Context: an optimization exercise on an open-source flow, tuned for small area. The choices shown serve that exercise and are no tape-out recipe.
Where RTL was checked, it was by simulation tests only, not by an equivalence proof against the original.
Power is estimated from default activity; no workload was simulated.

Design UART_Top_Module, start of the top module:
module UART_Top_Module(
input clk,
input rst,
input [7:0] data_in,
input wr_en, rd_en,
input [2:0] address,
output [7:0] data_o,
output serial_data_out,
output n_RTS,
output tx_done,
input n_CTS
);
reg [7:0] r0, r1, r2, r3, r4, r6, r7;
reg m5z, m5b;               
reg rv;                     
reg [2:0] ra;               
wire full, fifo_read;
wire push = wr_en && address == 3'd0 && !full && !r3[7];
wire [7:0] r5 = {{6{m5z}}, m5b, m5z};
wire [7:0] wdata = data_in & {8{rst}};
wire wr = wr_en || !rst;
always @(posedge clk) begin
  if (wr && (address == 3'd0 || !rst)) r0 <= wdata;
  if (wr && (address == 3'd1 || !rst)) r1 <= wdata;
  if (wr && (address == 3'd2 || !rst)) r2 <= wdata;
  if (wr && (address == 3'd3 || !rst)) r3 <= wdata;
  if (wr && (address == 3'd4 || !rst)) r4 <= wdata;
  if (wr && (address == 3'd6 || !rst)) r6 <= wdata;
  if (wr && (address == 3'd7 || !rst)) r7 <= wdata;
end
always @(posedge clk) begin
  if (!rst) begin
    m5z <= 0; m5b <= 0; rv <= 0;
  end else begin
    if (wr_en) begin
      m5z <= 1; m5b <= !push;
    end else if (!rd_en) begin
      m5z <= 1; m5b <= 1;
    end
    rv <= rd_en && !wr_en;
  end
end
always @(posedge clk)
  ra <= address;
reg [7:0] rdata;
always @* begin
  case (ra)
    3'd0: rdata = r0;
    3'd1: rdata = r1;
    3'd2: rdata = r2;
    3'd3: rdata = r3;
    3'd4: rdata = r4;
    3'd5: rdata = r5;
    3'd6: rdata = r6;
    default: rdata = r7;
  endcase
end
assign data_o = rv ? rdata : 8'd0;
reg [7:0] slot [0:31];
reg [4:0] n;
reg sh, shn;                
reg [7:0] dfifo;            
reg st;                     
reg [2:0] ph;
wire tx_ready;
wire empty = (n == 5'd0);
assign full = (n == 5'd31);
assign fifo_read = !st && !empty && tx_ready;
wire acc = push && !(n == 5'd30 && sh && !fifo_read);
always @(posedge clk) begin
  if (!rst) begin
    n <= 0; sh <= 0; shn <= 1; st <= 0; ph <= 0;
  end else begin
    n <= n + {4'd0, sh} - {4'd0, fifo_read};
    sh <= acc;
  ...
Size in the first run: ~1200 cells after synthesis, roughly 400 flip-flops, roughly 27 I/O pins, ~14000 um^2 of cells after synthesis.
==> flow/config.mk <==
export PLATFORM = sky130hd
export DESIGN_NAME = UART_Top_Module
export DESIGN_NICKNAME = UART_Top_Module
export VERILOG_FILES = /design/flow/design.v
export SDC_FILE = /design/flow/constraint.sdc
export NUM_CORES = 4
export LEC_CHECK = 0
export CAP_MARGIN = 20
export CORE_MARGIN = 2
export CORE_UTILIZATION = 60
export CTS_BUF_LIST = sky130_fd_sc_hd__clkbuf_16
export CTS_CLUSTER_DIAMETER = 100
export CTS_CLUSTER_SIZE = 30
export SLEW_MARGIN = 20
==> flow/constraint.sdc <==
create_clock -name core_clock -period 5.0 [get_ports {clk}]
set_input_delay 1.0000 -clock core_clock [delete_from_list [all_inputs] [get_ports {clk}]]
set_output_delay 1.0000 -clock core_clock [all_outputs]
set_load 0.01 [all_outputs]
standard.sh (not shown) runs the stock make flow with config.mk's settings and CLKGATE_MAP_FILE= SYNTH_SCRIPT=/design/flow/synth_recipe.tcl, a recipe that flattens the netlist after the stock synthesis.
==> flow/flow/run.sh <==
#!/bin/bash
# Standard layout with two changes: the clock tree uses clkbuf_8 and clkbuf_16 cells in
# clusters of up to 24 registers and no dummy loads, and the ports are buffered
# with buf_1 cells. Every tool's output goes to orfs/logs and to standard.log.
set -euo pipefail
export CTS_ARGS="-sink_clustering_enable -repair_clock_nets -dont_use_dummy_load -buf_list {sky130_fd_sc_hd__clkbuf_8 sky130_fd_sc_hd__clkbuf_16} -sink_clustering_size 24 -sink_clustering_max_diameter 90"
export BUFFER_PORTS_ARGS="-buffer_cell sky130_fd_sc_hd__buf_1"
bash standard.sh > standard.log 2>&1
Next try:
==> flow/run.sh (new file) <==
#!/bin/bash
# synth_recipe.tcl (not shown) runs the flow's synth.tcl, then flattens the netlist and writes it again
# the make line also repeats each setting of config.mk as NAME=value (left out here)
make -C /OpenROAD-flow-scripts/flow DESIGN_CONFIG=/design/flow/config.mk WORK_HOME=/design/flow/orfs CLKGATE_MAP_FILE= SYNTH_SCRIPT=/design/flow/synth_recipe.tcl finish
removed: flow/flow/run.sh
removed: flow/standard.sh
After rerunning: The new run ran to the end with no violations; setup slack gets worse by 0.35 ns; cell count does not change; cell area grows by 0.68%; sequential power hardly moves.
Next try:
==> flow/flow/run.sh (new file) <==
#!/bin/bash
# Standard layout with two changes: the clock tree uses only clkbuf_16 cells in
# clusters of up to 30 registers and no dummy loads, and the ports are buffered
# with buf_1 cells. Every tool's output goes to orfs/logs and to standard.log.
set -euo pipefail
export CTS_ARGS="-sink_clustering_enable -repair_clock_nets -dont_use_dummy_load -buf_list sky130_fd_sc_hd__clkbuf_16 -sink_clustering_size 30 -sink_clustering_max_diameter 100"
export BUFFER_PORTS_ARGS="-buffer_cell sky130_fd_sc_hd__buf_1"
bash standard.sh > standard.log 2>&1
==> flow/standard.sh (new file) <==
#!/bin/bash
# synth_recipe.tcl (not shown) runs the flow's synth.tcl, then flattens the netlist and writes it again
# the make line also repeats each setting of config.mk as NAME=value (left out here)
make -C /OpenROAD-flow-scripts/flow DESIGN_CONFIG=/design/flow/config.mk WORK_HOME=/design/flow/orfs CLKGATE_MAP_FILE= SYNTH_SCRIPT=/design/flow/synth_recipe.tcl "${@:-finish}"
removed: flow/run.sh
Outcome:
- final area falls by 1.2%
- wire length hardly moves
- power falls by 0.94%
- clock power went down by about 4%
- clock-buffer cell count stays the same
- global-route usage stays flat
- register-to-register slack got worse by 0.02 ns
- hold slack gets worse by 0.023 ns
- via count hardly moves
- die area stays the same
- combinational power goes down by about 0.5%

* * *

The RTL this note starts from:
==> flow/design.v <==
`timescale 1ns / 1ps
module UART_Top_Module(
input clk,
input rst,
input [7:0] data_in,
input wr_en, rd_en,
input [2:0] address,
output [7:0] data_o,
output serial_data_out,
output n_RTS,
output tx_done,
input n_CTS
);
reg [7:0] r0, r1, r2, r3, r4, r6, r7;
reg m5z, m5b;               
reg rv;                     
reg [2:0] ra;               
wire full, fifo_read;
wire push = wr_en && address == 3'd0 && !full && !r3[7];
wire [7:0] r5 = {{6{m5z}}, m5b, m5z};
always @(posedge clk) begin
  if (!rst) begin
    r0 <= 0; r1 <= 0; r2 <= 0; r3 <= 0; r4 <= 0; r6 <= 0; r7 <= 0;
    m5z <= 0; m5b <= 0; rv <= 0;
  end else begin
    if (wr_en) begin
      case (address)
        3'd0: r0 <= data_in;
        3'd1: r1 <= data_in;
        3'd2: r2 <= data_in;
        3'd3: r3 <= data_in;
        3'd4: r4 <= data_in;
        3'd6: r6 <= data_in;
        3'd7: r7 <= data_in;
        default: ;
      endcase
      m5z <= 1; m5b <= !push;
    end else if (!rd_en) begin
      m5z <= 1; m5b <= 1;
    end
    rv <= rd_en && !wr_en;
  end
end
always @(posedge clk)
  ra <= address;
reg [7:0] rdata;
always @* begin
  case (ra)
    3'd0: rdata = r0;
    3'd1: rdata = r1;
    3'd2: rdata = r2;
    3'd3: rdata = r3;
    3'd4: rdata = r4;
    3'd5: rdata = r5;
    3'd6: rdata = r6;
    default: rdata = r7;
  endcase
end
assign data_o = rv ? rdata : 8'd0;
reg [7:0] slot [0:31];
reg [4:0] nc;
reg pend;
reg st;                     
wire tx_ready;
wire empty = (nc == {4'd0, pend});
assign full = !pend && nc == 5'd31;
assign fifo_read = !st && !empty && tx_ready;
wire acc = push && (nc != 5'd31 || fifo_read);
always @(posedge clk) begin
  if (!rst) begin
    nc <= 0; pend <= 0; st <= 0;
  end else begin
    nc <= nc + {4'd0, acc} - {4'd0, fifo_read};
    pend <= acc;
    st <= tx_ready && (st || !empty);
  end
end
integer i;
always @(posedge clk)
  if (acc) begin
    slot[0] <= data_in;
    for (i = 1; i < 32; i = i + 1) slot[i] <= slot[i-1];
  end
wire [7:0] c2 = slot[nc];
reg [14:0] vr;              
reg [22:0] ic;
reg bclk, btick, gen;
always @(posedge clk) begin
  if (!rst) begin
    ic <= 0; bclk <= 1; btick <= 0; gen <= 0;
  end else if (r3[7]) begin
    gen <= 1; btick <= 0;
  end else if (gen) begin
    if (ic == {8'd0, vr}) begin
      ic <= 0; bclk <= ~bclk; btick <= ~bclk;
    end else begin
      ic <= ic + 23'd1; btick <= 0;
    end
  end
end
always @(posedge clk)
  if (r3[7]) vr <= {r1, r0[7:1]};
reg tx;                     
reg S;                      
reg [13:0] K;               
reg [1:0] L;                
reg P;                      
reg par;                    
reg sdo, nrts;
assign tx_done = tx & S;
assign tx_ready = !tx_done;
assign serial_data_out = sdo;
assign n_RTS = nrts;
wire [3:0] b = K[7:4];
wire [3:0] lend = 4'd5 + {2'd0, L};
wire [3:0] len = lend + {3'd0, P};
wire [7:0] c2r = {c2[6:0], c2[7]};
wire dbit = c2r[b[2:0]];
wire fb = (b == 4'd0) ? 1'b0 : (b <= lend) ? dbit : par;
wire [4:0] T = !r3[2] ? 5'd15 : (r3[1:0] == 2'b00) ? 5'd23 : 5'd31;
wire kend = S ? (K == {9'd0, T}) : (K[3:0] == 4'hf && b == len);
wire load = st && r4[1] && tx && !n_CTS;
wire run = r4[1] && !tx;
always @(posedge clk) begin
  if (!rst) begin
    tx <= 1; S <= 0; K <= 0; sdo <= 1; nrts <= 1;
  end else if (btick) begin
    if (load) begin
      tx <= 0; S <= 0; nrts <= 1;
    end else if (run) begin
      nrts <= 0;
      sdo <= S ? 1'b1 : fb;
      if (kend) begin
        K <= 0;
        if (S) tx <= 1;
        S <= 1;
      end else
        K <= K + 14'd1;
    end else begin
      tx <= 1; S <= 0; K <= 0; sdo <= 1; nrts <= 1;
    end
  end
end
always @(posedge clk) begin
  if (btick && load) begin
    L <= {r3[0], r3[1]}; P <= r3[3]; par <= r3[5];
  end else if (btick && run && !S && K[3:0] == 4'hf && b != 4'd0 && b <= lend)
    par <= par ^ dbit;
end
endmodule
Settings: LEC_CHECK=0, CAP_MARGIN=20, CORE_MARGIN=2, CORE_UTILIZATION=60, CTS_BUF_LIST=sky130_fd_sc_hd__clkbuf_8, CTS_CLUSTER_SIZE=30, SLEW_MARGIN=20; clock period 5.0 ns.
run.sh (not shown) runs the stock make flow with config.mk's settings and CLKGATE_MAP_FILE= SYNTH_SCRIPT=/design/flow/synth_recipe.tcl, a recipe that flattens the netlist after the stock synthesis.
Stock flow here: none of the scripts above is used.
The starting point passed the timing, DRC and antenna checks.
Rerun with:
CTS_BUF_LIST = sky130_fd_sc_hd__clkbuf_4   (was sky130_fd_sc_hd__clkbuf_8)
CTS_CLUSTER_SIZE = unset   (was 30)
Clock-buffer cell count climbs by 103; wire length climbs by about 1.5%; final cell count is higher by 3.9%; synthesized area is unchanged; die area does not change; worst setup slack loses 0.084 ns; maximum frequency is lower by about 2%; design area goes up by 1.5%.
Function was not checked in any run of this note: the RTL went through the layout flow alone.

==> afterwards: timing with drivers on the ports <==
In the flow no input, the clock included, has a driving cell. The finished layouts below were timed again as built, in two steps. Step 1, drivers: a clkbuf_16 drives clk and a buf_2 each remaining input, both assumed. Step 2 times the ports against the registers' clock, not the clock port: input delays grow and output delays shrink by t, the midpoint of the rising clock arrivals with the driver on. Slacks: ideal ports / drivers / drivers and shift; pairs: ideal ports / drivers.
run | shift t [ns] | slack for setup (ns) | clock arrival spread, ns | cell pins on the clock port's net
the first run of note 1 | 0.553 | 1.326 / 1.276 / 1.829 | 0.039 / 0.039 | 1
the second run of note 1 | 0.559 | 0.977 / 0.928 / 1.487 | 0.020 / 0.020 | 1
the third run of note 1 | 0.542 | 1.352 / 1.303 / 1.845 | 0.045 / 0.045 | 1
the first run of note 2 | 0.639 | 1.034 / 0.984 / 0.779 | 0.023 / 0.023 | 1
the second run of note 2 | 0.746 | 0.950 / 0.904 / 0.724 | 0.038 / 0.038 | 1
After both steps setup and hold are still met in every run listed. The setup slack of the first run of note 2, which loses most, moves by -0.050 ns with the drivers and by -0.255 ns with both steps.
